Context: an optimization exercise on an open-source flow, tuned for small area and a short achievable clock period. The choices shown serve that exercise and are no tape-out recipe. Where RTL was checked, it was by simulation tests only, not by an equivalence proof against the original. The RTL of runs 3 to 5 was laid out without a check of its function. No activity file was given, so power comes from the tool's default toggle rates.

==> flow/design.v <==
`timescale 1ns / 1ps
module xregf (
      input [31:0]  c,
      input [31:0]  x0,
      input [31:0]  x1,
      output [31:0] q
      );
   genvar k;
   generate for (k = 0; k < 32; k = k + 1) begin : sel
      assign q[k] = c[k] ? x1[k] : x0[k];
   end endgenerate
endmodule
`timescale 1ns / 1ps
module xaddr_decoder (
      input [3:0]  op,
      input [9:0]  ia,
      input [9:0]  rb,
      output       ram_sel,
      output       ram_we,
      output [8:0] ram_addr,
      output       trap
      );
   wire ti = ia[9] && (ia[8:5] != 4'd0 || ia[4] && ia[3:1] != 3'd0);
   wire tb = rb[9] && (rb[8:5] != 4'd0 || rb[4] && rb[3:1] != 3'd0);
   wire bus_lo = op[2] ? !op[1] : op[1] ^ op[0];
   assign ram_sel  = op[3] ? !op[2] && (op[1] ? !rb[9] : !ia[9]) : bus_lo && !ia[9];
   assign trap     = op[3] ? !op[2] && (op[1] ? tb : ti) : bus_lo && ti;
   assign ram_we   = op[3] && !op[2] && op[0];
   assign ram_addr = op[3] && op[1] ? rb[8:0] : ia[8:0];
endmodule
`timescale 1ns / 1ps
module xcore (
      input             clk,
      input             rst,
      output reg [8:0]  pc,
      input [31:0]      instruction,
      output            ram_sel,
      output            ram_we,
      output [8:0]      ram_addr,
      output [31:0]     ram_wdata,
      input [31:0]      ram_rdata,
      output            trap
      );
   reg [31:0] regB;
   reg [31:0] regf [0:15];
   reg [31:0] aa, pB;
   reg [2:0]  pC;
   reg        k_sub, k_shft, k_and, k_xor, k_hold, k_flags;
   wire [31:0] p  = aa ^ pB;
   wire [31:0] g  = aa & pB;
   reg  [31:0] gk, pk;
   integer l, j;
   always @* begin
      gk = g;
      pk = p;
      for (l = 1; l < 32; l = l * 2)
        for (j = 31; j >= l; j = j - 1) begin
           gk[j] = gk[j] | (pk[j] & gk[j-l]);
           pk[j] = pk[j] & pk[j-l];
        end
   end
   wire [31:0] c  = {gk[30:0], 1'b0};    
   wire [31:0] ps = p ^ {32{k_sub}};     
   wire shl = pB[31];                    
   reg [31:0] e;
   always @* begin
      if (k_shft)
        e = shl ? {aa[30:0], 1'b0} : {aa[31], aa[31:1]};
      else if (k_and)
        e = g;
      else if (k_xor)
        e = p;
      else
        e = aa;
   end
   wire sumop = !(k_shft || k_and || k_xor || k_hold);
   wire [31:0] x0 = sumop ? ps : e;
   wire [31:0] x1 = sumop ? ~ps : e;
   wire [31:0] regA;
   genvar k;
   generate for (k = 0; k < 32; k = k + 1) begin : sel
      assign regA[k] = c[k] ? x1[k] : x0[k];
   end endgenerate
   wire fx = k_sub ? ~(aa[31] & pB[31]) : (aa[31] | pB[31]);
   reg  [2:0] flags;
   always @* begin
      if (k_shft)
        flags = shl ? {aa[30], aa[31] ^ aa[30], aa[31]} : {aa[31], 2'b00};
      else if (k_and)
        flags = {g[31], 2'b00};
      else if (k_xor)
        flags = {p[31], 2'b00};
      else
        flags = c[31] ? {~ps[31], ~fx, fx} : {ps[31], 2'b00};
   end
   wire [2:0] regC = k_flags ? flags : pC;
   wire [3:0] op = instruction[31:28];
   wire op_sub  = op == 4'd2;
   wire op_shft = op == 4'd3;
   wire op_and  = op == 4'd4;
   wire op_xor  = op == 4'd5;
   wire op_ldih = op == 4'd7;
   wire alu     = op[3:1] == 3'b000 || op[3:1] == 3'b001 || op[3:1] == 3'b010;   
   wire load    = op == 4'd6 || op == 4'd7 || op == 4'd8 || op == 4'd10;
   wire store   = op == 4'd9 || op == 4'd11;
   wire branch  = op[3:2] == 2'b11;
   wire immop   = op == 4'd0 || op == 4'd3 || op == 4'd6 || op == 4'd7;
   wire busop   = op == 4'd1 || op == 4'd2 || op == 4'd4 || op == 4'd5 || op[3:2] == 2'b10;
   wire viab    = op[3:1] == 3'b101;   
   function [4:0] dec;    
      input [9:0] a;
      reg hi;
      begin
         hi = a[9] && a[8:5] == 4'd0;
         dec = {a[9] && !hi || hi && a[4] && a[3:1] != 3'd0,
                hi && !a[4], hi && a[4:0] == 5'd16, hi && a[4:0] == 5'd17, hi};
      end
   endfunction
   wire [4:0] di = dec(instruction[9:0]);
   wire [4:0] dh = dec(regA[9:0]);
   wire [4:0] db = dec(regB[9:0]);
   xaddr_decoder outs (.op(op), .ia(instruction[9:0]), .rb(regB[9:0]),
                       .ram_sel(ram_sel), .ram_we(ram_we), .ram_addr(ram_addr), .trap(trap));
   xregf wdata (.c(c), .x0(x0), .x1(x1), .q(ram_wdata));
   wire is_rf = viab ? db[3] : di[3];
   wire is_rb = viab ? db[2] : op_ldih ? dh[2] : di[2];
   wire is_rc = viab ? db[1] : op_ldih ? dh[1] : di[1];
   wire [31:0] imm = op_ldih ? {instruction[15:0], regA[15:0]} : {{4{instruction[27]}}, instruction[27:0]};
   wire [3:0]  ra = viab ? regB[3:0] : instruction[3:0];
   wire [31:0] m0 = ra[3] ? (ra[2] ? regf[12] : regf[8]) : (ra[2] ? regf[4] : regf[0]);
   wire [31:0] m1 = ra[3] ? (ra[2] ? regf[13] : regf[9]) : (ra[2] ? regf[5] : regf[1]);
   wire [31:0] m2 = ra[3] ? (ra[2] ? regf[14] : regf[10]) : (ra[2] ? regf[6] : regf[2]);
   wire [31:0] m3 = ra[3] ? (ra[2] ? regf[15] : regf[11]) : (ra[2] ? regf[7] : regf[3]);
   wire [31:0] rf_rd = ra[1] ? (ra[0] ? m3 : m2) : (ra[0] ? m1 : m0);
   wire s_imm = immop && !is_rb && !is_rc;
   wire s_ram = busop && (viab ? !regB[9] : !instruction[9]);
   wire s_rf  = busop && is_rf;
   wire [31:0] operand = ({32{is_rb}} & regB) | ({32{is_rc}} & {29'd0, regC}) |
                         ({32{s_imm}} & imm) | ({32{s_ram}} & ram_rdata) |
                         ({32{s_rf}} & rf_rd) | {32{branch}};
   wire a_zero = regA == 32'd0;
   wire taken = branch && (op[1] ? !a_zero : a_zero);
   always @(posedge clk, posedge rst)
     if (rst) begin
        pc <= 9'd0;
        regB <= 32'd0;
        aa <= 32'd0;
        pB <= 32'd0;
        pC <= 3'd0;
        {k_sub, k_shft, k_and, k_xor, k_hold, k_flags} <= 6'd0;
     end else begin
        pc <= taken ? (op[0] ? regB[8:0] : instruction[8:0]) : pc + 9'd1;
        aa <= load ? 32'd0 : op_sub ? ~regA : regA;
        pB <= operand;
        pC <= regC;
        k_sub   <= op_sub;
        k_shft  <= op_shft;
        k_and   <= op_and;
        k_xor   <= op_xor;
        k_hold  <= store;
        k_flags <= alu;
        if (store && is_rb)
          regB <= regA;
     end
   always @(posedge clk)
     if (store && is_rf)
       regf[ra] <= regA;
endmodule
==> flow/flow/run.sh <==
#!/bin/bash
# The standard ORFS layout (standard.sh), with extra ORFS settings:
# the output logic (modules xaddr_decoder and xregf, no registers) is kept
# as modules until ABC has mapped them, so their gates are not shared with
# the core's (synth_recipe.tcl flattens the design afterwards); plain buffers
# on the ports; no dummy loads in the clock tree.
# make's output goes to flow_make.log; each ORFS step keeps its own log
# under orfs/logs/.
set -euo pipefail
bash standard.sh \
  "SYNTH_KEEP_MODULES=xaddr_decoder xregf" \
  "BUFFER_PORTS_ARGS=-buffer_cell sky130_fd_sc_hd__buf_2" \
  "CTS_ARGS=-sink_clustering_enable -repair_clock_nets -dont_use_dummy_load -buf_list sky130_fd_sc_hd__clkbuf_8 -sink_clustering_size 14 -sink_clustering_max_diameter 60" \
  finish > flow_make.log 2>&1
==> flow/standard.sh <==
#!/bin/bash
# synth_recipe.tcl (not shown) runs the flow's synth.tcl, then flattens the netlist and writes it again
# the make line also repeats each setting of config.mk as NAME=value (left out here)
make -C /OpenROAD-flow-scripts/flow DESIGN_CONFIG=/design/flow/config.mk WORK_HOME=/design/flow/orfs CLKGATE_MAP_FILE= SYNTH_SCRIPT=/design/flow/synth_recipe.tcl "${@:-finish}"
==> flow/config.mk <==
export PLATFORM = sky130hd
export DESIGN_NAME = xcore
export DESIGN_NICKNAME = xcore
export VERILOG_FILES = /design/flow/design.v
export SDC_FILE = /design/flow/constraint.sdc
export NUM_CORES = 4
export LEC_CHECK = 0
export ABC_AREA = 1
export CAP_MARGIN = 20
export CORE_MARGIN = 2
export CORE_UTILIZATION = 55
export SETUP_SLACK_MARGIN = 4.1
export SLEW_MARGIN = 20
export TNS_END_PERCENT = 20
==> flow/constraint.sdc <==
create_clock -name core_clock -period 8.5 [get_ports {clk}]
set_input_delay 1.7000 -clock core_clock [delete_from_list [all_inputs] [get_ports {clk}]]
set_output_delay 1.7000 -clock core_clock [all_outputs]
set_load 0.01 [all_outputs]
==> run_summary.xml, run 1 <==
<?xml version="1.0" encoding="UTF-8"?>
<metrics>
  <group name="clock_tree">
    <metric name="clkLatencyLatePin" unit="ns">0.69</metric>
    <metric name="numClockSinks" unit="">626</metric>
    <metric name="clockBufferDepth" unit="">3</metric>
    <metric name="cts-buffers-inserted" unit="">52</metric>
    <metric name="clk_transition_reported_paths" unit="ns">0.09</metric>
    <metric name="ctsHtreeMaxLevel" unit="">2</metric>
    <metric name="clock_tree_from_tritoncts" unit="">done</metric>
    <metric name="clk_root_buffer_cell" unit="">clkbuf_8</metric>
  </group>
  <group name="global_routing">
    <metric name="track_usage" unit="">0.3416</metric>
    <metric name="grt_first_pass_wirelength" unit="microns">149900</metric>
    <metric name="grt_overflow_total" unit="">0</metric>
    <metric name="grt_pass1_vias" unit="">23640</metric>
    <metric name="grt_max_degree" unit="">113</metric>
    <metric name="grt_antenna_before_repair" unit="">1</metric>
  </group>
  <group name="placed_design">
    <metric name="dpl-instance-area" unit="sq mm">0.03235</metric>
    <metric name="port_buffers" unit="">118</metric>
    <metric name="dpl.cell_count" unit="">4143</metric>
    <metric name="routability_congestion_estimate_from_global_placement" unit="">1.031</metric>
    <metric name="post-dp-hpwl" unit="microns">66530</metric>
    <metric name="pre_cts_setup_slack" unit="ns">2.392</metric>
  </group>
  <group name="route">
    <metric name="drt-initial-drc-count" unit="">2863</metric>
    <metric name="via_per_inst" unit="">5.956</metric>
    <metric name="drt_wl_total" unit="microns">102200</metric>
    <metric name="route.detailed.drc" unit="">0</metric>
    <metric name="route.detailed.wl_per_inst" unit="microns">24.05</metric>
    <metric name="route.vias.total" unit="">25320</metric>
    <metric name="ant_nets" unit="">0</metric>
    <metric name="drt-pass1-iter-count" unit="">9</metric>
  </group>
  <group name="sta">
    <metric name="drv_slew" unit="">0</metric>
    <metric name="hold_viol" unit="">0</metric>
    <metric name="worst_hold_slack" unit="ns">0.4892</metric>
    <metric name="finalClockSkew" unit="ns">0.09772</metric>
    <metric name="maxSlewHeadroom" unit="">0.2534</metric>
    <metric name="grt_setup_unrepaired" unit="">yes</metric>
    <metric name="fmaxAchievable" unit="MHz">215.6</metric>
    <metric name="final_period_minus_worst_setup_slack" unit="ns">4.638</metric>
    <metric name="slew_worst_pin" unit="ns">1.119</metric>
    <metric name="final_clock_period_utilization_by_the_worst_path" unit="">0.5456</metric>
    <metric name="pnr_worst_setup_slack" unit="ns">3.862</metric>
    <metric name="setup_viol_count_final" unit="">0</metric>
    <metric name="totalNegativeSetupSlack" unit="ns">0</metric>
  </group>
  <group name="layout">
    <metric name="fillerInstances" unit="">4823</metric>
    <metric name="finish.utilization" unit="">0.6115</metric>
    <metric name="stdcell_count" unit="">4251</metric>
    <metric name="seq_area" unit="sq mm">0.01825</metric>
    <metric name="flow.area_growth_from_synthesis" unit="%">10.34</metric>
    <metric name="num-nets-final" unit="">3596</metric>
    <metric name="post_route_cells_drive_above_1_share" unit="">0.1156</metric>
    <metric name="finish.instance_area" unit="sq mm">0.03435</metric>
    <metric name="multi_input_comb_area" unit="sq mm">0.01187</metric>
  </group>
  <group name="floorplanning">
    <metric name="floorplan.initialDensity" unit="">0.5542</metric>
    <metric name="floorplan.die.height" unit="microns">241.9</metric>
    <metric name="io_pins" unit="">119</metric>
    <metric name="placeableCoreArea" unit="sq mm">0.05617</metric>
    <metric name="die-width" unit="microns">241.9</metric>
    <metric name="num_rows" unit="">87</metric>
    <metric name="die_area" unit="sq mm">0.05851</metric>
  </group>
  <group name="synth">
    <metric name="synth.avg_cell_area" unit="sq um">9.149</metric>
    <metric name="yosysMostFrequentCell" unit="">nand2_1</metric>
    <metric name="synth.lib_cells_used.distinct" unit="">53</metric>
    <metric name="ys_warn_count" unit="">1</metric>
    <metric name="synth_edf_count" unit="">512</metric>
    <metric name="leading_area_contributor_after_synthesis" unit="">edfxtp_1</metric>
    <metric name="netlist_top_cells_area" unit="">edfxtp_1 49%, nand2_1 13%, dfrtp_1 9.2%</metric>
    <metric name="synth_top_area_frac" unit="">0.4940</metric>
    <metric name="synth_cells" unit="">3402</metric>
    <metric name="synth_top_flop_cell" unit="">edfxtp_1</metric>
    <metric name="yosysSeqAreaShare" unit="">0.5856</metric>
    <metric name="ys_top_cells_by_count" unit="">1052 x nand2_1, 512 x edfxtp_1, 321 x inv_1</metric>
    <metric name="netlist_area" unit="sq mm">0.03113</metric>
    <metric name="post_synthesis_sequential_element_count" unit="">626</metric>
    <metric name="async_reset_ff_frac" unit="">0.1821</metric>
  </group>
  <group name="setup_path">
    <metric name="cp_cell_sequence" unit="">buf_2 -&gt; inv_1 -&gt; nand3_4 -&gt; o21ai_4 -&gt; buf_8 -&gt; nor2_1 -&gt; bufinv_16 -&gt; o22ai_1 -&gt; nor3_1 -&gt; o21ai_0 -&gt; o21bai_1 -&gt; a21oi_1 -&gt; nand2_1</metric>
    <metric name="crit_arrival" unit="ns">5.19</metric>
    <metric name="cp_data_required_time" unit="ns">9.06</metric>
    <metric name="setup.worst_path.start" unit="">instruction[30]</metric>
    <metric name="reg2reg_depth" unit="">19</metric>
    <metric name="setup.worst_path.class" unit="">primary input to flop</metric>
    <metric name="cp-start-kind" unit="">primary input</metric>
    <metric name="critical_path.endpoint_type" unit="">flop</metric>
    <metric name="critical-path-max-stage-delay" unit="ns">0.48</metric>
    <metric name="critical_path.reg2reg.startpoint" unit="">k_shft$_DFF_PP0_</metric>
    <metric name="worst-path-max-fanout" unit="">85</metric>
    <metric name="critPathSlowestCell" unit="">nor3_1</metric>
  </group>
  <group name="min_path">
    <metric name="holdCritStartpoint" unit="">regB[24]$_DFFE_PP0P_</metric>
    <metric name="hp_class" unit="">flop to flop</metric>
    <metric name="hold_depth" unit="">2</metric>
  </group>
  <group name="run">
    <metric name="drv_cap" unit="">0</metric>
  </group>
  <group name="pwr">
    <metric name="vdd_ir_drop_max" unit="uV">251.0</metric>
    <metric name="leakagePower" unit="nW">13.86</metric>
    <metric name="design_power_total" unit="mW">9.619</metric>
    <metric name="powerDensity" unit="mW/mm^2">280.1</metric>
  </group>
  <group name="status">
    <metric name="status" unit="">timing/DRC/antenna clean</metric>
  </group>
</metrics>
-- modules after synthesis (local to each module, per instance) --
module / flops+latches / cells / area, sq um / copies in the design
xcore: 626 / 3210 / 30320 / 1
xregf: 0 / 128 / 480.5 / 1
xaddr_decoder: 0 / 64 / 322.8 / 1
-- final timing paths --
| kind | endpoint | slack, ns |
|---|---|---|
| max in group asynchronous | k_sub$_DFF_PP0_ | 6.01 |
| worst max register to register | pB[16]$_DFF_PP0_ | 4.17 |
| min in group asynchronous | pc[4]$_DFF_PP0_ | 1.17 |
| worst min-delay path | pB[24]$_DFF_PP0_ | 0.49 |
| worst min register to register | pB[24]$_DFF_PP0_ | 0.49 |
| worst max-delay path | pB[18]$_DFF_PP0_ | 3.86 |
-- layer usage --
| metal | vias to the layer above | global-route usage | part of all wire |
|---|---|---|---|
| met3 | 225 | 0.04608 | 0.090 |
| met5 | - | 0 | 0 |
| li1 | 11620 | - | - |
| met2 | 1322 | 0.5418 | 0.46 |
| met1 | 12150 | 0.4734 | 0.40 |
| met4 | 0 | 0.1541 | 0.051 |
-- kinds of logic (layout without fill, tap and decap cells) --
family / count (synthesis) / count (layout) / share of synthesized area
buf+inv: 485 / 558 / 0.06335
other cells: 1 / 3 / 0.0001205
mux: 3 / 3 / 0.001286
simple gates: 1700 / 1717 / 0.2245
flops: 626 / 626 / 0.5856
fa+ha+maj: 34 / 34 / 0.01367
compound gates: 513 / 514 / 0.1002
xor+xnor: 40 / 40 / 0.01126
-- layout by cell type (no fill, tap or decap), drive strengths merged --
cell,Yosys,routed
nor2,319,334
nand4,28,28
mux2i,1,1
a21oi,113,113
clkinvlp,0,2
a31oi,1,1
clkbuf,83,52
o211ai,9,9
nand2b,1,1
edfxtp,512,512
nor3,118,118
o21bai,17,17
a21boi,3,3
diode,0,1
and2,4,4
or2,18,18
a21o,2,2
xor2,19,19
clkinv,2,3
nand3,145,145
dfrtp,114,114
buf,74,178
o22ai,49,49
inv,326,322
o22a,6,6
nor3b,1,1
o32ai,1,1
conb,1,2
ha,34,34
xnor2,21,21
bufinv,0,1
mux2,2,2
o31ai,32,32
nand3b,3,3
nor4,1,1
o21ai,206,207
o221ai,74,74
nand2,1062,1064
-- where the power goes --
part	internal, mW	switching [mW]	total [mW]
Clock	0.545	0.921	1.47
Combinational	1.03	2.88	3.91
Sequential	4.09	0.157	4.24
Total	5.66	3.96	9.62
-- layout make-up --
| class | instances | share of cell area |
|---|---|---|
| diodes | 1 | 0.00007286 |
| inverters | 328 | 0.03712 |
| flip-flops and latches | 626 | 0.5313 |
| multi-input cells | 2310 | 0.3457 |
| clock buffers | 52 | 0.02084 |
| repair buffers | 178 | 0.03745 |
| well taps | 756 | 0.02754 |
-- sequential cells by signal (all words and copies together), names as in the netlist --
register,cells
k_hold,1
regf,512
regB,32
k_flags,1
pB,32
k_and,1
k_sub,1
k_xor,1
pc,9
k_shft,1
pC,3
aa,32
-- worst max-delay path: cells and delay by family --
family                 cells  cell delay, ns
buffers and inverters      4            1.11
and+or+nand+nor            4            1.01
AOI/OAI and AO/OA          5            1.13
-- timing repair --
item,CTS,global route
gates resized for setup,55,101
pin swaps,26,13
gates cloned,18,0
setup endpoints to repair,609,433
setup buffers,28,8
hold buffers,0,0
==> inputs of run 2 (changes only) <==
--- a/flow/config.mk
+++ b/flow/config.mk
@@ -13,2 +13,2 @@
 export SLEW_MARGIN = 20
-export TNS_END_PERCENT = 20
+export TNS_END_PERCENT = 5
==> run 2 against run 1 <==
Effect of this change:
- area after synthesis unchanged
- wire length increased by 0.42%
- still clean
- setup slack improved by 0.034 ns
- final cell count increased by 0.14%
==> run_summary.xml, run 2 <==
<?xml version="1.0" encoding="UTF-8"?>
<metrics>
  <group name="status">
    <metric name="status" unit="">timing/DRC/antenna clean</metric>
  </group>
  <group name="floorplanning">
    <metric name="die-width" unit="microns">241.9</metric>
    <metric name="die_area" unit="sq mm">0.05851</metric>
    <metric name="floorplan.initialDensity" unit="">0.5542</metric>
    <metric name="io_pins" unit="">119</metric>
    <metric name="floorplan.die.height" unit="microns">241.9</metric>
    <metric name="placeableCoreArea" unit="sq mm">0.05617</metric>
    <metric name="num_rows" unit="">87</metric>
  </group>
  <group name="setup_path">
    <metric name="path_common_cell" unit="">nand2_1</metric>
    <metric name="cp_num_cells" unit="">14</metric>
    <metric name="critical_path.reg2reg.endpoint" unit="">pB[20]$_DFF_PP0_</metric>
    <metric name="reg2reg_depth" unit="">19</metric>
    <metric name="critical_path.endpoint_type" unit="">primary output</metric>
    <metric name="cp_top_family" unit="">simple AND/OR/NAND/NOR gates</metric>
    <metric name="cp-endpoint" unit="">ram_wdata[30]</metric>
    <metric name="r2r_setup_slack" unit="ns">4.20</metric>
    <metric name="setup.worst_path.start" unit="">pB[8]$_DFF_PP0_</metric>
    <metric name="critical-path-max-stage-delay" unit="ns">0.50</metric>
    <metric name="crit_arrival" unit="ns">2.90</metric>
    <metric name="cp-start-kind" unit="">flop</metric>
    <metric name="worst-path-max-fanout" unit="">5</metric>
    <metric name="critPathSlowestCell" unit="">dfrtp_2</metric>
    <metric name="setup.worst_path.class" unit="">flop to primary output</metric>
    <metric name="cp_data_required_time" unit="ns">6.80</metric>
    <metric name="critical_path.reg2reg.startpoint" unit="">k_shft$_DFF_PP0_</metric>
    <metric name="buf_inv_stages_crit_path" unit="">4</metric>
    <metric name="cp_cell_sequence" unit="">ha_4 -&gt; buf_4 -&gt; nand2_1 -&gt; inv_1 -&gt; nand2_1 -&gt; nand2_1 -&gt; a21oi_1 -&gt; nand2_1 -&gt; nand2_1 -&gt; nand2_1 -&gt; inv_1 -&gt; nand2_1 -&gt; nand2_1 -&gt; buf_2</metric>
  </group>
  <group name="placed_design">
    <metric name="port_buffers" unit="">118</metric>
    <metric name="routability_congestion_estimate_from_global_placement" unit="">0.9607</metric>
    <metric name="post-dp-hpwl" unit="microns">66990</metric>
  </group>
  <group name="min_path">
    <metric name="hp_class" unit="">flop to flop</metric>
  </group>
  <group name="pwr">
    <metric name="vdd_ir_drop_max" unit="uV">185.0</metric>
    <metric name="powerDensity" unit="mW/mm^2">280.1</metric>
    <metric name="design_power_total" unit="mW">9.547</metric>
    <metric name="leakagePower" unit="nW">13.89</metric>
  </group>
  <group name="route">
    <metric name="drt-initial-drc-count" unit="">2899</metric>
    <metric name="drt_wl_total" unit="microns">102700</metric>
    <metric name="route.vias.total" unit="">25210</metric>
    <metric name="route.detailed.drc" unit="">0</metric>
    <metric name="via_per_inst" unit="">5.922</metric>
    <metric name="ant_nets" unit="">0</metric>
    <metric name="drt-pass1-iter-count" unit="">6</metric>
    <metric name="route.detailed.wl_per_inst" unit="microns">24.12</metric>
  </group>
  <group name="synth">
    <metric name="synth.avg_cell_area" unit="sq um">9.149</metric>
    <metric name="ys_warn_count" unit="">1</metric>
    <metric name="synth_top_area_frac" unit="">0.4940</metric>
    <metric name="synth_edf_count" unit="">512</metric>
    <metric name="netlist_area" unit="sq mm">0.03113</metric>
    <metric name="post_synthesis_sequential_element_count" unit="">626</metric>
    <metric name="leading_area_contributor_after_synthesis" unit="">edfxtp_1</metric>
    <metric name="yosysSeqAreaShare" unit="">0.5856</metric>
    <metric name="async_reset_ff_frac" unit="">0.1821</metric>
    <metric name="synth.lib_cells_used.distinct" unit="">53</metric>
    <metric name="netlist_top_cells_area" unit="">edfxtp_1 49%, nand2_1 13%, dfrtp_1 9.2%</metric>
    <metric name="ys_top_cells_by_count" unit="">1052 x nand2_1, 512 x edfxtp_1, 321 x inv_1</metric>
    <metric name="synth_cells" unit="">3402</metric>
    <metric name="synth_top_flop_cell" unit="">edfxtp_1</metric>
    <metric name="yosysMostFrequentCell" unit="">nand2_1</metric>
  </group>
  <group name="sta">
    <metric name="totalNegativeSetupSlack" unit="ns">0</metric>
    <metric name="final_period_minus_worst_setup_slack" unit="ns">4.604</metric>
    <metric name="setup_viol_count_final" unit="">0</metric>
    <metric name="final_clock_period_utilization_by_the_worst_path" unit="">0.5416</metric>
    <metric name="hold_viol" unit="">0</metric>
    <metric name="finalClockSkew" unit="ns">0.1280</metric>
    <metric name="slew_worst_pin" unit="ns">1.061</metric>
    <metric name="maxSlewHeadroom" unit="">0.2919</metric>
    <metric name="fmaxAchievable" unit="MHz">217.2</metric>
    <metric name="grt_setup_unrepaired" unit="">yes</metric>
    <metric name="drv_slew" unit="">0</metric>
  </group>
  <group name="global_routing">
    <metric name="grt_antenna_before_repair" unit="">0</metric>
    <metric name="grt_pass1_vias" unit="">23570</metric>
    <metric name="grt_first_pass_wirelength" unit="microns">150200</metric>
    <metric name="track_usage" unit="">0.3423</metric>
    <metric name="grt_max_degree" unit="">86</metric>
    <metric name="grt_overflow_total" unit="">0</metric>
  </group>
  <group name="clock_tree">
    <metric name="clk_root_buffer_cell" unit="">clkbuf_8</metric>
    <metric name="clk_transition_reported_paths" unit="ns">0.09</metric>
    <metric name="clockBufferDepth" unit="">3</metric>
    <metric name="cts_hold_repair.buffers" unit="">0</metric>
    <metric name="numClockSinks" unit="">626</metric>
    <metric name="cts-buffers-inserted" unit="">53</metric>
    <metric name="ctsHtreeMaxLevel" unit="">2</metric>
    <metric name="clock_tree_from_tritoncts" unit="">done</metric>
    <metric name="clkLatencyLatePin" unit="ns">0.70</metric>
  </group>
  <group name="layout">
    <metric name="layout_commonest_cell" unit="">nand2_1</metric>
    <metric name="max_flop_register" unit="">regf</metric>
    <metric name="layout_common_cells" unit="">1031 x nand2_1, 512 x edfxtp_1, 312 x inv_1</metric>
    <metric name="post_route_cells_drive_above_1_share" unit="">0.1174</metric>
    <metric name="num-nets-final" unit="">3603</metric>
    <metric name="flow.area_growth_from_synthesis" unit="%">9.507</metric>
    <metric name="number_of_diodes_added_for_antenna_fixing" unit="">0</metric>
    <metric name="largest_reg_flops" unit="">512</metric>
  </group>
  <group name="run">
    <metric name="drv_cap" unit="">0</metric>
  </group>
</metrics>
[run 2: cell types whose count changed in the layout (fill, tap and decap cells not counted), moves of 4 or more]
| cell | change |
|---|---|
| buf_4 | +32 |
| nor2_4 | -16 |
| buf_12 | -10 |
| nor2_2 | +7 |
| ha_2 | +4 |
[run 2: how the worst min path moves through the flow]
| stage | slack [ns] | from | cells past startpoint | endpoint |
|---|---|---|---|---|
| 2_1_floorplan | 0.44 | pC[2]$_DFF_PP0_ | 2 | pC[2]$_DFF_PP0_ |
| 3_3_place_gp | 0.47 | regB[15]$_DFFE_PP0P_ | 2 | pB[15]$_DFF_PP0_ |
| 3_5_place_dp | 0.47 | regB[26]$_DFFE_PP0P_ | 2 | pB[26]$_DFF_PP0_ |
| 4_1_cts | 0.49 | regB[14]$_DFFE_PP0P_ | 2 | pB[14]$_DFF_PP0_ |
| 5_1_grt | 0.53 | regB[19]$_DFFE_PP0P_ | 2 | pB[19]$_DFF_PP0_ |
| 6_report | 0.49 | regB[14]$_DFFE_PP0P_ | 2 | pB[14]$_DFF_PP0_ |
[run 2: tightest hold or removal path, stage by stage (launching register included)]
cell and delay (ns):
dfrtp_1 0.36, a21oi_1 0.06, nand2_1 0.05
[run 2: what timing repair did]
| action | in CTS | in global routing |
|---|---|---|
| gates resized for setup | 46 | 87 |
| endpoints found under the hold margin | 0 | 0 |
| setup endpoints to repair | 571 | 380 |
| buffers inserted | 11 | 24 |
| pin swaps | 12 | 15 |
| cloned | 6 | 2 |
[run 2: through the flow]
| stage | setup WS [ns] | instance area (sq um) | hold WS [ns] | std cells | utilization |
|---|---|---|---|---|---|
| after floorplan | 3.625 | 31140 | 0.4450 | 3403 | - |
| after global placement | 2.631 | 32420 | 0.4659 | 4161 | 0.5772 |
| after detailed placement | 2.525 | 32420 | 0.4665 | 4161 | 0.5772 |
| after CTS | 3.878 | 33500 | 0.4858 | 4231 | 0.5964 |
| after global routing | 3.755 | 34090 | 0.5293 | 4257 | 0.6068 |
| final | 3.896 | 34090 | 0.4926 | 4257 | 0.6068 |
[run 2: layout make-up]
cell class | instances | area (sq um)
Inverter | 328 | 1280
Tap cell | 756 | 945.9
Sequential cell | 626 | 18240
Clock buffer | 53 | 729.5
Multi-Input combinational cell | 2299 | 11680
Timing Repair inverter | 1 | 7.507
Fill cell | 4834 | 22080
Timing Repair Buffer | 194 | 1202
[run 2: kinds of logic after synthesis]
group	synth area share
AOI/OAI and AO/OA	0.1002
xor gates and xnor gates	0.01126
adders and majority gates	0.01367
buffers and inverters	0.06335
DFF	0.5856
muxes	0.001286
other	0.0001205
and+or+nand+nor	0.2245
[run 2: layer usage]
layer,global-route usage,wire length [microns]
met5,0,0
met2,0.5529,48790
met4,0.1324,4114
met3,0.04686,8724
met1,0.4739,41040
[run 2: modules after synthesis, one instance, submodules excluded]
module	cell area, sq um	cells
xaddr_decoder	322.8	64
xcore	30320	3210
xregf	480.5	128
[run 2: power by group]
group          internal (mW)  switching [mW]  total, mW  leakage [nW]
clock network          0.555           0.931       1.49         0.381
registers               4.08           0.153       4.24          6.06
logic                   1.04            2.78       3.83          7.46
total                   5.68            3.87       9.55          13.9
==> inputs of run 3 (changes only) <==
--- a/flow/design.v
+++ b/flow/design.v
@@ -47,3 +47,3 @@
    reg [2:0]  pC;
-   reg        k_sub, k_shft, k_and, k_xor, k_hold, k_flags;
+   reg        k_sub, k_shft, k_and, k_xor, k_e, k_flags;
    wire [31:0] p  = aa ^ pB;
@@ -75,5 +75,4 @@
    end
-   wire sumop = !(k_shft || k_and || k_xor || k_hold);
-   wire [31:0] x0 = sumop ? ps : e;
-   wire [31:0] x1 = sumop ? ~ps : e;
+   wire [31:0] x0 = k_e ? e : ps;
+   wire [31:0] x1 = k_e ? e : ~ps;
    wire [31:0] regA;
@@ -149,3 +148,3 @@
         pC <= 3'd0;
-        {k_sub, k_shft, k_and, k_xor, k_hold, k_flags} <= 6'd0;
+        {k_sub, k_shft, k_and, k_xor, k_e, k_flags} <= 6'd0;
      end else begin
@@ -159,3 +158,3 @@
         k_xor   <= op_xor;
-        k_hold  <= store;
+        k_e     <= op_shft || op_and || op_xor || store;    
         k_flags <= alu;
--- a/flow/config.mk
+++ b/flow/config.mk
@@ -11,4 +11,4 @@
 export CORE_UTILIZATION = 55
-export SETUP_SLACK_MARGIN = 4.1
+export SETUP_SLACK_MARGIN = 4.0
 export SLEW_MARGIN = 20
-export TNS_END_PERCENT = 5
+export TNS_END_PERCENT = 100
==> run 3 against run 2 <==
Effect of this change:
- synthesized cell count up 1.1%
- largest power group unchanged
- global-route usage down 1.8 points
- area after synthesis up 0.40%
- sequential share of layout area about the same
- wire length down 4.7%
- still clean on timing, DRC and antenna
==> run_summary.xml, run 3 <==
<?xml version="1.0" encoding="UTF-8"?>
<metrics>
  <group name="status">
    <metric name="status" unit="">timing/DRC/antenna clean</metric>
  </group>
  <group name="layout">
    <metric name="flow.area_growth_from_synthesis" unit="%">9.005</metric>
    <metric name="max_flop_register" unit="">regf</metric>
    <metric name="num-nets-final" unit="">3600</metric>
    <metric name="finish.instance_area" unit="sq mm">0.03406</metric>
    <metric name="finish.utilization" unit="">0.6053</metric>
    <metric name="stdcell_count" unit="">4255</metric>
    <metric name="fillerInstances" unit="">4895</metric>
    <metric name="largest_reg_flops" unit="">512</metric>
    <metric name="multi_input_comb_area" unit="sq mm">0.01178</metric>
    <metric name="post_route_cells_drive_above_1_share" unit="">0.1101</metric>
    <metric name="seq_area" unit="sq mm">0.01824</metric>
    <metric name="layout_commonest_cell" unit="">nand2_1</metric>
    <metric name="layout_common_cells" unit="">995 x nand2_1, 512 x edfxtp_1, 304 x inv_1</metric>
  </group>
  <group name="setup_path">
    <metric name="cp_cell_sequence" unit="">buf_4 -&gt; inv_1 -&gt; buf_6 -&gt; ha_1 -&gt; xnor2_1 -&gt; inv_1 -&gt; o21ai_1 -&gt; nand2_1 -&gt; nand2_1 -&gt; buf_2</metric>
    <metric name="worst-path-max-fanout" unit="">36</metric>
    <metric name="cp_num_cells" unit="">10</metric>
    <metric name="r2r_setup_slack" unit="ns">4.41</metric>
    <metric name="critical_path.reg2reg.startpoint" unit="">k_xor$_DFF_PP0_</metric>
    <metric name="cp-start-kind" unit="">flop</metric>
    <metric name="critical-path-max-stage-delay" unit="ns">0.35</metric>
    <metric name="cp_data_required_time" unit="ns">6.80</metric>
    <metric name="setup.worst_path.class" unit="">flop to primary output</metric>
    <metric name="setup.worst_path.start" unit="">pB[31]$_DFF_PP0_</metric>
    <metric name="reg2reg_depth" unit="">17</metric>
    <metric name="cp-endpoint" unit="">ram_wdata[31]</metric>
    <metric name="crit_arrival" unit="ns">2.83</metric>
    <metric name="critical_path.reg2reg.endpoint" unit="">pB[17]$_DFF_PP0_</metric>
    <metric name="cp_top_family" unit="">buffers and inverters</metric>
    <metric name="critPathSlowestCell" unit="">dfrtp_1</metric>
    <metric name="buf_inv_stages_crit_path" unit="">5</metric>
    <metric name="critical_path.endpoint_type" unit="">primary output</metric>
  </group>
  <group name="placed_design">
    <metric name="dpl-instance-area" unit="sq mm">0.03257</metric>
    <metric name="port_buffers" unit="">118</metric>
    <metric name="post-dp-hpwl" unit="microns">65550</metric>
    <metric name="pre_cts_setup_slack" unit="ns">2.620</metric>
    <metric name="dpl.cell_count" unit="">4190</metric>
    <metric name="routability_congestion_estimate_from_global_placement" unit="">0.9916</metric>
  </group>
  <group name="synth">
    <metric name="synth_cells" unit="">3440</metric>
    <metric name="async_reset_ff_frac" unit="">0.1821</metric>
    <metric name="leading_area_contributor_after_synthesis" unit="">edfxtp_1</metric>
    <metric name="synth.avg_cell_area" unit="sq um">9.084</metric>
    <metric name="synth_top_flop_cell" unit="">edfxtp_1</metric>
    <metric name="synth_edf_count" unit="">512</metric>
    <metric name="yosysMostFrequentCell" unit="">nand2_1</metric>
    <metric name="synth_top_area_frac" unit="">0.4920</metric>
    <metric name="ys_top_cells_by_count" unit="">1012 x nand2_1, 512 x edfxtp_1, 313 x inv_1</metric>
    <metric name="post_synthesis_sequential_element_count" unit="">626</metric>
    <metric name="synth.lib_cells_used.distinct" unit="">49</metric>
    <metric name="ys_warn_count" unit="">1</metric>
    <metric name="yosysSeqAreaShare" unit="">0.5833</metric>
    <metric name="netlist_area" unit="sq mm">0.03125</metric>
    <metric name="netlist_top_cells_area" unit="">edfxtp_1 49%, nand2_1 12%, dfrtp_1 9.1%</metric>
  </group>
  <group name="sta">
    <metric name="finalClockSkew" unit="ns">0.07779</metric>
    <metric name="hold_viol" unit="">0</metric>
    <metric name="pnr_worst_setup_slack" unit="ns">3.973</metric>
    <metric name="final_period_minus_worst_setup_slack" unit="ns">4.527</metric>
    <metric name="drv_slew" unit="">0</metric>
    <metric name="setup_viol_count_final" unit="">0</metric>
    <metric name="final_clock_period_utilization_by_the_worst_path" unit="">0.5326</metric>
    <metric name="fmaxAchievable" unit="MHz">220.9</metric>
    <metric name="slew_worst_pin" unit="ns">1.068</metric>
    <metric name="totalNegativeSetupSlack" unit="ns">0</metric>
    <metric name="grt_setup_unrepaired" unit="">yes</metric>
    <metric name="worst_hold_slack" unit="ns">0.4351</metric>
    <metric name="maxSlewHeadroom" unit="">0.2872</metric>
  </group>
  <group name="floorplanning">
    <metric name="num_rows" unit="">87</metric>
    <metric name="floorplan.die.height" unit="microns">242.4</metric>
    <metric name="die-width" unit="microns">242.4</metric>
    <metric name="io_pins" unit="">119</metric>
    <metric name="floorplan.initialDensity" unit="">0.5553</metric>
    <metric name="placeableCoreArea" unit="sq mm">0.05628</metric>
    <metric name="die_area" unit="sq mm">0.05874</metric>
  </group>
  <group name="clock_tree">
    <metric name="clk_transition_reported_paths" unit="ns">0.10</metric>
    <metric name="cts-buffers-inserted" unit="">52</metric>
    <metric name="clockBufferDepth" unit="">3</metric>
    <metric name="clkLatencyLatePin" unit="ns">0.68</metric>
    <metric name="clock_tree_from_tritoncts" unit="">done</metric>
    <metric name="clk_root_buffer_cell" unit="">clkbuf_8</metric>
    <metric name="numClockSinks" unit="">626</metric>
    <metric name="cts_hold_repair.buffers" unit="">0</metric>
    <metric name="ctsHtreeMaxLevel" unit="">2</metric>
  </group>
  <group name="pwr">
    <metric name="design_power_total" unit="mW">9.533</metric>
    <metric name="powerDensity" unit="mW/mm^2">279.9</metric>
    <metric name="vdd_ir_drop_max" unit="uV">203.7</metric>
    <metric name="leakagePower" unit="nW">13.81</metric>
  </group>
  <group name="route">
    <metric name="route.detailed.drc" unit="">0</metric>
    <metric name="drt-initial-drc-count" unit="">3102</metric>
    <metric name="ant_nets" unit="">0</metric>
    <metric name="route.detailed.wl_per_inst" unit="microns">23.01</metric>
    <metric name="drt_wl_total" unit="microns">97890</metric>
    <metric name="route.vias.total" unit="">25100</metric>
    <metric name="via_per_inst" unit="">5.899</metric>
    <metric name="drt-pass1-iter-count" unit="">8</metric>
  </group>
  <group name="global_routing">
    <metric name="track_usage" unit="">0.3240</metric>
    <metric name="grt_pass1_vias" unit="">23430</metric>
    <metric name="grt_overflow_total" unit="">0</metric>
    <metric name="grt_first_pass_wirelength" unit="microns">144400</metric>
    <metric name="grt_antenna_before_repair" unit="">1</metric>
    <metric name="grt_max_degree" unit="">94</metric>
  </group>
  <group name="run">
    <metric name="drv_cap" unit="">0</metric>
  </group>
  <group name="min_path">
    <metric name="hp_class" unit="">flop to flop</metric>
  </group>
</metrics>
-- run 3: changes by cell type after synthesis, moves of 11 or more --
| cell | previous run | this run |
|---|---|---|
| a21oi_1 | 113 | 139 |
| buf_2 | 50 | 79 |
| clkbuf_1 | 83 | 67 |
| nand2_1 | 1052 | 1012 |
| nand3_1 | 143 | 192 |
| o21a_1 | 0 | 26 |
| o221ai_1 | 74 | 52 |
| o22ai_1 | 49 | 63 |
| or2_1 | 12 | 0 |
| or2_2 | 3 | 14 |
| xnor2_1 | 21 | 6 |
-- run 3: where the power goes --
| part | internal, mW | switching, mW |
|---|---|---|
| clock | 0.545 | 0.931 |
| combinational | 1.01 | 2.81 |
| sequential | 4.08 | 0.153 |
| total | 5.64 | 3.90 |
-- run 3: worst reg2reg max path: stages, from the launching register on --
cell,delay [ns]
dfrtp_1,0.34
buf_4,0.29
inv_2,0.21
nor2_4,0.18
buf_12,0.14
nand2_1,0.06
nand3_1,0.07
nand2_1,0.07
nand2_1,0.12
nand3_1,0.08
nand2_1,0.24
inv_1,0.41
nand4_2,0.28
nand3_4,0.41
nor2_2,0.20
buf_4,0.35
nand3_1,0.36
nand2_1,0.15
-- run 3: layout make-up --
| type | instances | share of cell area |
|---|---|---|
| flip-flops and latches | 626 | 0.5354 |
| multi-input cells | 2329 | 0.3457 |
| diodes | 1 | 0.00007346 |
| well taps | 756 | 0.02777 |
| clock buffers | 52 | 0.02101 |
| repair buffers | 172 | 0.03324 |
| inverters | 319 | 0.03680 |
-- run 3: worst min-delay path by stage --
| stage | start | end | cells after the start |
|---|---|---|---|
| floorplan | regB[13]$_DFFE_PP0P_ | pB[13]$_DFF_PP0_ | 2 |
| global placement | regB[14]$_DFFE_PP0P_ | pB[14]$_DFF_PP0_ | 2 |
| detailed placement | regB[23]$_DFFE_PP0P_ | pB[23]$_DFF_PP0_ | 2 |
| CTS | regB[31]$_DFFE_PP0P_ | pB[31]$_DFF_PP0_ | 2 |
| global route | regB[12]$_DFFE_PP0P_ | pB[12]$_DFF_PP0_ | 2 |
| finish | regB[12]$_DFFE_PP0P_ | pB[12]$_DFF_PP0_ | 2 |
-- run 3: timing repair --
item,in CTS,in global routing
cloned,2,0
hold endpoints to repair,0,0
setup endpoints to repair,374,276
pin swaps,3,3
setup buffers,3,6
resized for setup,59,90
-- run 3: kinds of logic after synthesis --
family                     Yosys count  synth area share
and+or+nand+nor                   1700            0.2241
DFF                                626            0.5833
AOI/OAI and AO/OA                  570            0.1097
buffers and inverters              488           0.06298
adders and majority gates           34           0.01361
xor gates and xnor gates            19          0.005325
muxes                                2         0.0009610
other                                1         0.0001200
-- run 3: metal layers --
metal  share of wire  wire, microns  GRT usage  vias to the layer above
met5               0              0          0                        -
met4           0.035           3425     0.1100                        0
met3           0.083           8107    0.04254                      162
met2            0.47          45860     0.5202                     1141
met1            0.41          40490     0.4576                    12080
li1                -              -          -                    11720
-- run 3: Yosys stat by module, one instance, submodules excluded --
module	flip-flops and latches	area, sq um	times used
xcore	626	30450	1
xregf	0	480.5	1
xaddr_decoder	0	322.8	1
==> inputs of run 4 (changes only) <==
--- a/flow/config.mk
+++ b/flow/config.mk
@@ -11,3 +11,3 @@
 export CORE_UTILIZATION = 55
-export SETUP_SLACK_MARGIN = 4.0
+export SETUP_SLACK_MARGIN = 4.1
 export SLEW_MARGIN = 20
==> run 4 against run 3 <==
Effect of this change:
- clock skew rose by 0.023 ns
- critical path depth is 1 higher
- synthesized cell count unchanged
- hold slack improved by 0.031 ns
- via count is 1.8% higher
- sequential share of layout area down 1.3 points
- area after synthesis unchanged
- setup slack improved by 0.16 ns
- critical endpoint is now ram_wdata[21]
- highest routed layer unchanged
==> run_summary.xml, run 4 <==
<?xml version="1.0" encoding="UTF-8"?>
<metrics>
  <group name="status">
    <metric name="status" unit="">timing/DRC/antenna clean</metric>
  </group>
  <group name="floorplanning">
    <metric name="placeableCoreArea" unit="sq mm">0.05628</metric>
    <metric name="io_pins" unit="">119</metric>
    <metric name="num_rows" unit="">87</metric>
    <metric name="die_area" unit="sq mm">0.05874</metric>
    <metric name="floorplan.die.height" unit="microns">242.4</metric>
    <metric name="floorplan.initialDensity" unit="">0.5553</metric>
    <metric name="die-width" unit="microns">242.4</metric>
  </group>
  <group name="clock_tree">
    <metric name="clockBufferDepth" unit="">3</metric>
    <metric name="cts_hold_repair.buffers" unit="">0</metric>
    <metric name="numClockSinks" unit="">626</metric>
    <metric name="cts-buffers-inserted" unit="">54</metric>
    <metric name="clock_tree_from_tritoncts" unit="">done</metric>
    <metric name="clk_root_buffer_cell" unit="">clkbuf_8</metric>
    <metric name="ctsHtreeMaxLevel" unit="">2</metric>
    <metric name="clk_transition_reported_paths" unit="ns">0.09</metric>
    <metric name="clkLatencyLatePin" unit="ns">0.71</metric>
  </group>
  <group name="setup_path">
    <metric name="critical_path.reg2reg.endpoint" unit="">pB[26]$_DFF_PP0_</metric>
    <metric name="cp_cell_sequence" unit="">ha_4 -&gt; nand2_1 -&gt; nor2_2 -&gt; inv_1 -&gt; nor2_4 -&gt; nand3_1 -&gt; nand3_2 -&gt; inv_1 -&gt; nand2_1 -&gt; nand2_1 -&gt; buf_2</metric>
    <metric name="cp-start-kind" unit="">flop</metric>
    <metric name="setup.worst_path.class" unit="">flop to primary output</metric>
    <metric name="worst-path-max-fanout" unit="">6</metric>
    <metric name="critical_path.reg2reg.startpoint" unit="">k_xor$_DFF_PP0_</metric>
    <metric name="critPathSlowestCell" unit="">dfrtp_2</metric>
    <metric name="r2r_setup_slack" unit="ns">4.47</metric>
    <metric name="cp_data_required_time" unit="ns">6.80</metric>
    <metric name="critical-path-max-stage-delay" unit="ns">0.46</metric>
    <metric name="critical_path.endpoint_type" unit="">primary output</metric>
    <metric name="reg2reg_depth" unit="">16</metric>
    <metric name="cp_top_family" unit="">simple AND/OR/NAND/NOR gates</metric>
    <metric name="path_common_cell" unit="">nand2_1</metric>
    <metric name="buf_inv_stages_crit_path" unit="">3</metric>
    <metric name="crit_arrival" unit="ns">2.66</metric>
  </group>
  <group name="layout">
    <metric name="layout_commonest_cell" unit="">nand2_1</metric>
    <metric name="fillerInstances" unit="">4828</metric>
    <metric name="largest_reg_flops" unit="">512</metric>
    <metric name="layout_common_cells" unit="">978 x nand2_1, 512 x edfxtp_1, 305 x inv_1</metric>
    <metric name="flow.area_growth_from_synthesis" unit="%">11.87</metric>
    <metric name="max_flop_register" unit="">regf</metric>
    <metric name="num-nets-final" unit="">3656</metric>
    <metric name="multi_input_comb_area" unit="sq mm">0.01211</metric>
    <metric name="seq_area" unit="sq mm">0.01825</metric>
    <metric name="post_route_cells_drive_above_1_share" unit="">0.1373</metric>
  </group>
  <group name="pwr">
    <metric name="leakagePower" unit="nW">14.14</metric>
    <metric name="vdd_ir_drop_max" unit="uV">201.5</metric>
    <metric name="design_power_total" unit="mW">9.761</metric>
    <metric name="powerDensity" unit="mW/mm^2">279.2</metric>
  </group>
  <group name="min_path">
    <metric name="hold_depth" unit="">2</metric>
    <metric name="whs_endpoint" unit="">pB[12]$_DFF_PP0_</metric>
    <metric name="holdCritStartpoint" unit="">regB[12]$_DFFE_PP0P_</metric>
    <metric name="hp_class" unit="">flop to flop</metric>
  </group>
  <group name="synth">
    <metric name="netlist_area" unit="sq mm">0.03125</metric>
    <metric name="async_reset_ff_frac" unit="">0.1821</metric>
    <metric name="post_synthesis_sequential_element_count" unit="">626</metric>
    <metric name="yosysMostFrequentCell" unit="">nand2_1</metric>
    <metric name="synth.lib_cells_used.distinct" unit="">49</metric>
    <metric name="synth.avg_cell_area" unit="sq um">9.084</metric>
    <metric name="netlist_top_cells_area" unit="">edfxtp_1 49%, nand2_1 12%, dfrtp_1 9.1%</metric>
    <metric name="ys_warn_count" unit="">1</metric>
    <metric name="synth_cells" unit="">3440</metric>
    <metric name="ys_top_cells_by_count" unit="">1012 x nand2_1, 512 x edfxtp_1, 313 x inv_1</metric>
    <metric name="synth_top_flop_cell" unit="">edfxtp_1</metric>
    <metric name="leading_area_contributor_after_synthesis" unit="">edfxtp_1</metric>
    <metric name="synth_edf_count" unit="">512</metric>
    <metric name="synth_top_area_frac" unit="">0.4920</metric>
    <metric name="yosysSeqAreaShare" unit="">0.5833</metric>
  </group>
  <group name="sta">
    <metric name="finalClockSkew" unit="ns">0.1005</metric>
    <metric name="totalNegativeSetupSlack" unit="ns">0</metric>
    <metric name="fmaxAchievable" unit="MHz">229.1</metric>
    <metric name="hold_viol" unit="">0</metric>
    <metric name="final_period_minus_worst_setup_slack" unit="ns">4.365</metric>
    <metric name="final_clock_period_utilization_by_the_worst_path" unit="">0.5135</metric>
    <metric name="setup_viol_count_final" unit="">0</metric>
    <metric name="drv_slew" unit="">0</metric>
    <metric name="maxSlewHeadroom" unit="">0.3066</metric>
    <metric name="slew_worst_pin" unit="ns">1.034</metric>
    <metric name="worst_hold_slack" unit="ns">0.4662</metric>
    <metric name="grt_setup_unrepaired" unit="">yes</metric>
  </group>
  <group name="placed_design">
    <metric name="post-dp-hpwl" unit="microns">66080</metric>
    <metric name="port_buffers" unit="">118</metric>
    <metric name="routability_congestion_estimate_from_global_placement" unit="">0.9869</metric>
  </group>
  <group name="global_routing">
    <metric name="grt_pass1_vias" unit="">24210</metric>
    <metric name="grt_overflow_total" unit="">0</metric>
    <metric name="track_usage" unit="">0.3329</metric>
    <metric name="grt_max_degree" unit="">93</metric>
    <metric name="grt_antenna_before_repair" unit="">2</metric>
    <metric name="grt_first_pass_wirelength" unit="microns">148200</metric>
  </group>
  <group name="route">
    <metric name="drt_wl_total" unit="microns">100300</metric>
    <metric name="drt-initial-drc-count" unit="">2772</metric>
    <metric name="drt-pass1-iter-count" unit="">5</metric>
    <metric name="ant_nets" unit="">0</metric>
    <metric name="via_per_inst" unit="">5.927</metric>
    <metric name="route.detailed.wl_per_inst" unit="microns">23.26</metric>
    <metric name="route.vias.total" unit="">25550</metric>
    <metric name="route.detailed.drc" unit="">0</metric>
  </group>
  <group name="run">
    <metric name="drv_cap" unit="">0</metric>
  </group>
</metrics>
-- run 4: cell families after synthesis --
family	after synthesis	synth area share
muxes	2	0.0009610
AOI/OAI and AO/OA	570	0.1097
other	1	0.0001200
and+or+nand+nor	1700	0.2241
DFF	626	0.5833
xor gates and xnor gates	19	0.005325
adders and majority gates	34	0.01361
buffers and inverters	488	0.06298
-- run 4: tightest hold or removal path: stages (launching register included) --
cell	delay [ns]
dfrtp_1	0.35
a21oi_1	0.07
nand2_1	0.07
-- run 4: layout make-up --
type	count	share of cell area
inverters	319	0.03590
repair buffers	217	0.04742
flip-flops and latches	626	0.5220
multi-input cells	2338	0.3463
diodes	1	0.00007158
clock buffers	54	0.02126
well taps	756	0.02706
-- run 4: what timing repair did --
action,in CTS,in global routing
endpoints found under the setup margin,535,213
buffers inserted,22,34
resized for setup,118,99
pin swaps,22,27
cloned,10,2
-- run 4: metrics by stage --
step	area (sq um)	cells	setup slack (ns)	utilization
floorplan	31270	3441	3.736	-
global placement	32470	4181	2.802	0.5770
detailed placement	32620	4187	2.675	0.5797
CTS	34230	4273	3.953	0.6083
global route	34960	4311	4.038	0.6212
finish	34960	4311	4.135	0.6212
-- run 4: worst max path at each step --
stage,from,endpoint,slack [ns],depth (start not counted)
after CTS,k_xor$_DFF_PP0_,ram_wdata[0],3.95,11
after floorplan,instruction[30],regf[0][0]$_DFFE_PP_,3.74,9
after detailed placement,instruction[29],pB[15]$_DFF_PP0_,2.67,12
after global placement,instruction[29],pB[6]$_DFF_PP0_,2.80,12
final,pB[18]$_DFF_PP0_,ram_wdata[21],4.14,11
after global routing,aa[5]$_DFF_PP0_,ram_wdata[31],4.04,13
-- run 4: power breakdown --
part           internal (mW)  switching [mW]  leakage (nW)
logic                   1.11            2.92          7.71
registers               4.08           0.153          6.05
clock network          0.564           0.932         0.388
total                   5.76            4.00          14.1
-- run 4: modules after synthesis (local to each module, per instance) --
module         area (sq um)  times used  flops+latches
xcore                 30450           1            626
xregf                 480.5           1              0
xaddr_decoder         322.8           1              0
-- run 4: metal layers --
metal / track usage / wire length, microns / vias to the layer above
li1: - / - / 11850
met5: 0 / 0 / -
met2: 0.5457 / 47260 / 1134
met3: 0.04442 / 7916 / 213
met4: 0.1305 / 4472 / 0
met1: 0.4528 / 40640 / 12350
==> inputs of run 5 (changes only) <==
--- a/flow/design.v
+++ b/flow/design.v
@@ -1,13 +1 @@
-`timescale 1ns / 1ps
-module xregf (
-      input [31:0]  c,
-      input [31:0]  x0,
-      input [31:0]  x1,
-      output [31:0] q
-      );
-   genvar k;
-   generate for (k = 0; k < 32; k = k + 1) begin : sel
-      assign q[k] = c[k] ? x1[k] : x0[k];
-   end endgenerate
-endmodule
 `timescale 1ns / 1ps
@@ -47,3 +35,3 @@
    reg [2:0]  pC;
-   reg        k_sub, k_shft, k_and, k_xor, k_e, k_flags;
+   reg        k_sub, k_shft, k_and, k_xor, k_hold, k_flags;
    wire [31:0] p  = aa ^ pB;
@@ -75,4 +63,5 @@
    end
-   wire [31:0] x0 = k_e ? e : ps;
-   wire [31:0] x1 = k_e ? e : ~ps;
+   wire sumop = !(k_shft || k_and || k_xor || k_hold);
+   wire [31:0] x0 = sumop ? ps : e;
+   wire [31:0] x1 = sumop ? ~ps : e;
    wire [31:0] regA;
@@ -122,3 +111,3 @@
                        .ram_sel(ram_sel), .ram_we(ram_we), .ram_addr(ram_addr), .trap(trap));
-   xregf wdata (.c(c), .x0(x0), .x1(x1), .q(ram_wdata));
+   assign ram_wdata = regA;
    wire is_rf = viab ? db[3] : di[3];
@@ -148,3 +137,3 @@
         pC <= 3'd0;
-        {k_sub, k_shft, k_and, k_xor, k_e, k_flags} <= 6'd0;
+        {k_sub, k_shft, k_and, k_xor, k_hold, k_flags} <= 6'd0;
      end else begin
@@ -158,3 +147,3 @@
         k_xor   <= op_xor;
-        k_e     <= op_shft || op_and || op_xor || store;    
+        k_hold  <= store;
         k_flags <= alu;
==> flow/flow/run.sh (replaced) <==
#!/bin/bash
# The standard ORFS layout (standard.sh), with extra ORFS settings:
# the bus-output logic (module xaddr_decoder, no registers) is kept as a
# module until ABC has mapped it, so its gates are not shared with the
# core's (synth_recipe.tcl flattens the design afterwards); plain buffers
# on the ports; no dummy loads in the clock tree.
# make's output goes to flow_make.log; each ORFS step keeps its own log
# under orfs/logs/.
set -euo pipefail
bash standard.sh \
  "SYNTH_KEEP_MODULES=xaddr_decoder" \
  "BUFFER_PORTS_ARGS=-buffer_cell sky130_fd_sc_hd__buf_2" \
  "CTS_ARGS=-sink_clustering_enable -repair_clock_nets -dont_use_dummy_load -buf_list sky130_fd_sc_hd__clkbuf_8 -sink_clustering_size 14 -sink_clustering_max_diameter 60" \
  finish > flow_make.log 2>&1
==> run 5 against run 4 <==
Effect of this change:
- largest cell class unchanged
- clock power hardly changed
- first-iteration DRC count is 51% higher
- count of clock-buffer cells in the layout stayed put
- non-clock buffer count is 198 higher
==> run_summary.xml, run 5 <==
<?xml version="1.0" encoding="UTF-8"?>
<metrics>
  <group name="clock_tree">
    <metric name="ctsHtreeMaxLevel" unit="">2</metric>
    <metric name="clkLatencyLatePin" unit="ns">0.71</metric>
    <metric name="clk_transition_reported_paths" unit="ns">0.09</metric>
    <metric name="clk_root_buffer_cell" unit="">clkbuf_8</metric>
    <metric name="cts-buffers-inserted" unit="">54</metric>
    <metric name="clock_tree_from_tritoncts" unit="">done</metric>
    <metric name="clockBufferDepth" unit="">3</metric>
    <metric name="numClockSinks" unit="">626</metric>
  </group>
  <group name="synth">
    <metric name="synth_top_area_frac" unit="">0.5058</metric>
    <metric name="netlist_top_cells_area" unit="">edfxtp_1 51%, nand2_1 10%, dfrtp_1 9.4%</metric>
    <metric name="netlist_area" unit="sq mm">0.03040</metric>
    <metric name="synth_top_flop_cell" unit="">edfxtp_1</metric>
    <metric name="synth_edf_count" unit="">512</metric>
    <metric name="ys_top_cells_by_count" unit="">850 x nand2_1, 512 x edfxtp_1, 248 x inv_1</metric>
    <metric name="synth_cells" unit="">3163</metric>
    <metric name="synth.lib_cells_used.distinct" unit="">46</metric>
    <metric name="ys_warn_count" unit="">1</metric>
    <metric name="leading_area_contributor_after_synthesis" unit="">edfxtp_1</metric>
    <metric name="yosysMostFrequentCell" unit="">nand2_1</metric>
    <metric name="async_reset_ff_frac" unit="">0.1821</metric>
    <metric name="post_synthesis_sequential_element_count" unit="">626</metric>
    <metric name="synth.avg_cell_area" unit="sq um">9.610</metric>
    <metric name="yosysSeqAreaShare" unit="">0.5997</metric>
  </group>
  <group name="global_routing">
    <metric name="grt_pass1_vias" unit="">25260</metric>
    <metric name="grt_max_degree" unit="">113</metric>
    <metric name="grt_first_pass_wirelength" unit="microns">170800</metric>
    <metric name="grt_antenna_before_repair" unit="">13</metric>
    <metric name="grt_overflow_total" unit="">0</metric>
    <metric name="track_usage" unit="">0.4192</metric>
  </group>
  <group name="layout">
    <metric name="post_route_cells_drive_above_1_share" unit="">0.2508</metric>
    <metric name="flow.area_growth_from_synthesis" unit="%">23.36</metric>
    <metric name="num-nets-final" unit="">3588</metric>
    <metric name="max_flop_register" unit="">regf</metric>
    <metric name="layout_common_cells" unit="">720 x nand2_1, 512 x edfxtp_1, 215 x inv_1</metric>
    <metric name="stdcell_count" unit="">4197</metric>
    <metric name="fillerInstances" unit="">4224</metric>
    <metric name="layout_commonest_cell" unit="">nand2_1</metric>
    <metric name="largest_reg_flops" unit="">512</metric>
  </group>
  <group name="floorplanning">
    <metric name="die_area" unit="sq mm">0.05716</metric>
    <metric name="floorplan.initialDensity" unit="">0.5539</metric>
    <metric name="placeableCoreArea" unit="sq mm">0.05488</metric>
    <metric name="die-width" unit="microns">239.1</metric>
    <metric name="floorplan.die.height" unit="microns">239.1</metric>
    <metric name="io_pins" unit="">119</metric>
    <metric name="num_rows" unit="">86</metric>
  </group>
  <group name="pwr">
    <metric name="leakagePower" unit="nW">15.06</metric>
    <metric name="powerDensity" unit="mW/mm^2">324.6</metric>
    <metric name="vdd_ir_drop_max" unit="uV">214.1</metric>
  </group>
  <group name="sta">
    <metric name="maxSlewHeadroom" unit="">0.3216</metric>
    <metric name="final_period_minus_worst_setup_slack" unit="ns">4.678</metric>
    <metric name="drv_slew" unit="">0</metric>
    <metric name="setup_viol_count_final" unit="">0</metric>
    <metric name="totalNegativeSetupSlack" unit="ns">0</metric>
    <metric name="fmaxAchievable" unit="MHz">213.8</metric>
    <metric name="hold_viol" unit="">0</metric>
    <metric name="slew_worst_pin" unit="ns">1.015</metric>
    <metric name="finalClockSkew" unit="ns">0.08556</metric>
    <metric name="grt_setup_unrepaired" unit="">yes</metric>
    <metric name="final_clock_period_utilization_by_the_worst_path" unit="">0.5504</metric>
  </group>
  <group name="setup_path">
    <metric name="critPathSlowestCell" unit="">dfrtp_2</metric>
    <metric name="critical-path-max-stage-delay" unit="ns">0.50</metric>
    <metric name="setup.worst_path.start" unit="">pB[25]$_DFF_PP0_</metric>
    <metric name="cp_cell_sequence" unit="">ha_4 -&gt; buf_6 -&gt; a21oi_4 -&gt; nor2_2 -&gt; nor2_4 -&gt; nand2_2 -&gt; a21oi_4 -&gt; buf_12 -&gt; nand2_1 -&gt; nand2_1 -&gt; nand2_2 -&gt; buf_6</metric>
    <metric name="cp_data_required_time" unit="ns">6.80</metric>
    <metric name="critical_path.reg2reg.startpoint" unit="">pB[10]$_DFF_PP0_</metric>
    <metric name="critical_path.endpoint_type" unit="">primary output</metric>
    <metric name="cp_top_family" unit="">simple AND/OR/NAND/NOR gates</metric>
    <metric name="buf_inv_stages_crit_path" unit="">3</metric>
    <metric name="crit_arrival" unit="ns">2.98</metric>
    <metric name="setup.worst_path.class" unit="">flop to primary output</metric>
    <metric name="cp-start-kind" unit="">flop</metric>
    <metric name="worst-path-max-fanout" unit="">5</metric>
  </group>
  <group name="route">
    <metric name="route.vias.total" unit="">27140</metric>
    <metric name="route.detailed.drc" unit="">0</metric>
    <metric name="drt-pass1-iter-count" unit="">8</metric>
    <metric name="ant_nets" unit="">0</metric>
    <metric name="drt-initial-drc-count" unit="">4174</metric>
    <metric name="via_per_inst" unit="">6.466</metric>
    <metric name="drt_wl_total" unit="microns">126000</metric>
    <metric name="route.detailed.wl_per_inst" unit="microns">30.03</metric>
  </group>
  <group name="placed_design">
    <metric name="dpl.cell_count" unit="">3883</metric>
    <metric name="post-dp-hpwl" unit="microns">69830</metric>
    <metric name="port_buffers" unit="">118</metric>
    <metric name="routability_congestion_estimate_from_global_placement" unit="">1.007</metric>
  </group>
  <group name="min_path">
    <metric name="hp_class" unit="">flop to flop</metric>
    <metric name="holdCritStartpoint" unit="">regB[28]$_DFFE_PP0P_</metric>
  </group>
  <group name="run">
    <metric name="drv_cap" unit="">0</metric>
  </group>
  <group name="status">
    <metric name="status" unit="">timing/DRC/antenna clean</metric>
  </group>
</metrics>
run 5: cell types whose count changed in the layout (fill, tap and decap cells not counted), sizes merged, moves of 31 or more:
cell    previous run  this run
o31ai             34        77
buf              214       398
nor2             330       229
nor3             118       214
nand2           1019       865
inv              310       249
o22ai             63       100
o21ai            217       160
o221ai            52        21
run 5: power by group:
part,internal (mW),switching (mW)
Clock,0.564,0.962
Sequential,4.06,0.193
Combinational,2.47,3.92
Total,7.10,5.07
run 5: final cells by class:
| type | instances | area [sq um] | share of cell area |
|---|---|---|---|
| sequential | 626 | 18270 | 0.4872 |
| multi-input combinational | 2129 | 12440 | 0.3317 |
| timing repair buffer | 415 | 3993 | 0.1065 |
| inverter | 258 | 1126 | 0.03003 |
| tap | 704 | 880.8 | 0.02349 |
| clock buffer | 54 | 743.2 | 0.01982 |
| timing repair inverter | 3 | 27.53 | 0.0007341 |
| antenna | 8 | 20.02 | 0.0005339 |
run 5: worst register-to-register path: cells and delay by family (launching register included):
kind                       cells  cell delay (ns)
DFF                            1             0.50
adders and majority gates      1             0.27
AOI/OAI and AO/OA              1             0.15
buffers and inverters         18             2.04
and+or+nand+nor               13             1.21
run 5: modules after synthesis (local to each module, per instance):
module | cell area, sq um | cells | copies in the design
xaddr_decoder | 322.8 | 64 | 1
xcore | 30070 | 3099 | 1
run 5: logic make-up after synthesis:
kind of cell    Yosys count  share of synthesized area
buf+inv                 423                    0.05792
fa+ha+maj                35                    0.01441
compound gates          530                     0.1063
simple gates           1506                     0.2089
flops                   626                     0.5997
xor+xnor                 40                    0.01153
mux                       3                   0.001317
run 5: per-layer routing:
| metal | routed length, microns | GRT usage |
|---|---|---|
| met1 | 43530 | 0.5229 |
| met2 | 54230 | 0.6257 |
| met5 | 162 | 0 |
| met3 | 17010 | 0.1273 |
| met4 | 11110 | 0.2955 |
run 5: timing repair:
action | in CTS | in global routing
endpoints found under the setup margin | 357 | 350
pin swaps | 82 | 98
setup buffers | 149 | 65
gates resized for setup | 360 | 253
hold buffers | 0 | 0
gates cloned | 24 | 13
run 5: worst paths after layout:
path	endpoint	slack, ns	cells after the start
min in group asynchronous	regB[27]$_DFFE_PP0P_	1.22	2
max	ram_wdata[28]	3.82	12
max reg2reg	pc[0]$_DFF_PP0_	4.21	33
min	pB[28]$_DFF_PP0_	0.47	2
min reg2reg	pB[28]$_DFF_PP0_	0.47	2
max in group asynchronous	k_sub$_DFF_PP0_	5.97	4
run 5: per-stage QoR:
| step | area [sq um] | util | hold WS [ns] | power (mW) | setup WS [ns] |
|---|---|---|---|---|---|
| after floorplan | 30410 | - | 0.4480 | 6.226 | 3.708 |
| after global placement | 31750 | 0.5785 | 0.4716 | 7.706 | 2.524 |
| after detailed placement | 31750 | 0.5786 | 0.4768 | 7.760 | 2.561 |
| after CTS | 35740 | 0.6513 | 0.4695 | 11.06 | 3.800 |
| after global routing | 37480 | 0.6831 | 0.5232 | 12.49 | 3.811 |
| final | 37500 | 0.6833 | 0.4746 | 12.17 | 3.822 |

## what the ideal ports hide
How much do the figures lean on ideal ports? The routed layouts below were timed once more, with nothing changed but the port constraints. Step 1: set_driving_cell puts a clkbuf_16 on clk and a buf_2 on each other input, an assumption about the parent block. Step 2 also shifts input and output timing later by t, the mid clock arrival at the registers, as if the neighbouring blocks saw the same clock. Slacks: no drivers / after step 1 / after step 2; pairs: no drivers / after step 1.
run | shift t [ns] | slack for setup (ns) | worst hold slack (ns) | slew at the worst register clock pin (ns) | cell pins on the clock port's net
run 1 | 0.697 | 3.862 / 3.859 / 3.205 | 0.489 / 0.489 / 0.489 | 0.10 / 0.10 | 1
run 2 | 0.696 | 3.896 / 3.839 / 3.285 | 0.493 / 0.493 / 0.493 | 0.10 / 0.10 | 1
run 3 | 0.697 | 3.973 / 3.914 / 3.500 | 0.435 / 0.435 / 0.435 | 0.10 / 0.10 | 1
run 4 | 0.719 | 4.135 / 4.071 / 3.492 | 0.466 / 0.466 / 0.466 | 0.09 / 0.09 | 1
run 5 | 0.725 | 3.822 / 3.763 / 3.420 | 0.475 / 0.475 / 0.475 | 0.10 / 0.10 | 1
After both steps setup and hold are still met in every run listed. For run 1, which loses most, drivers alone change the setup slack by -0.003 ns; drivers and shift together by -0.657 ns.
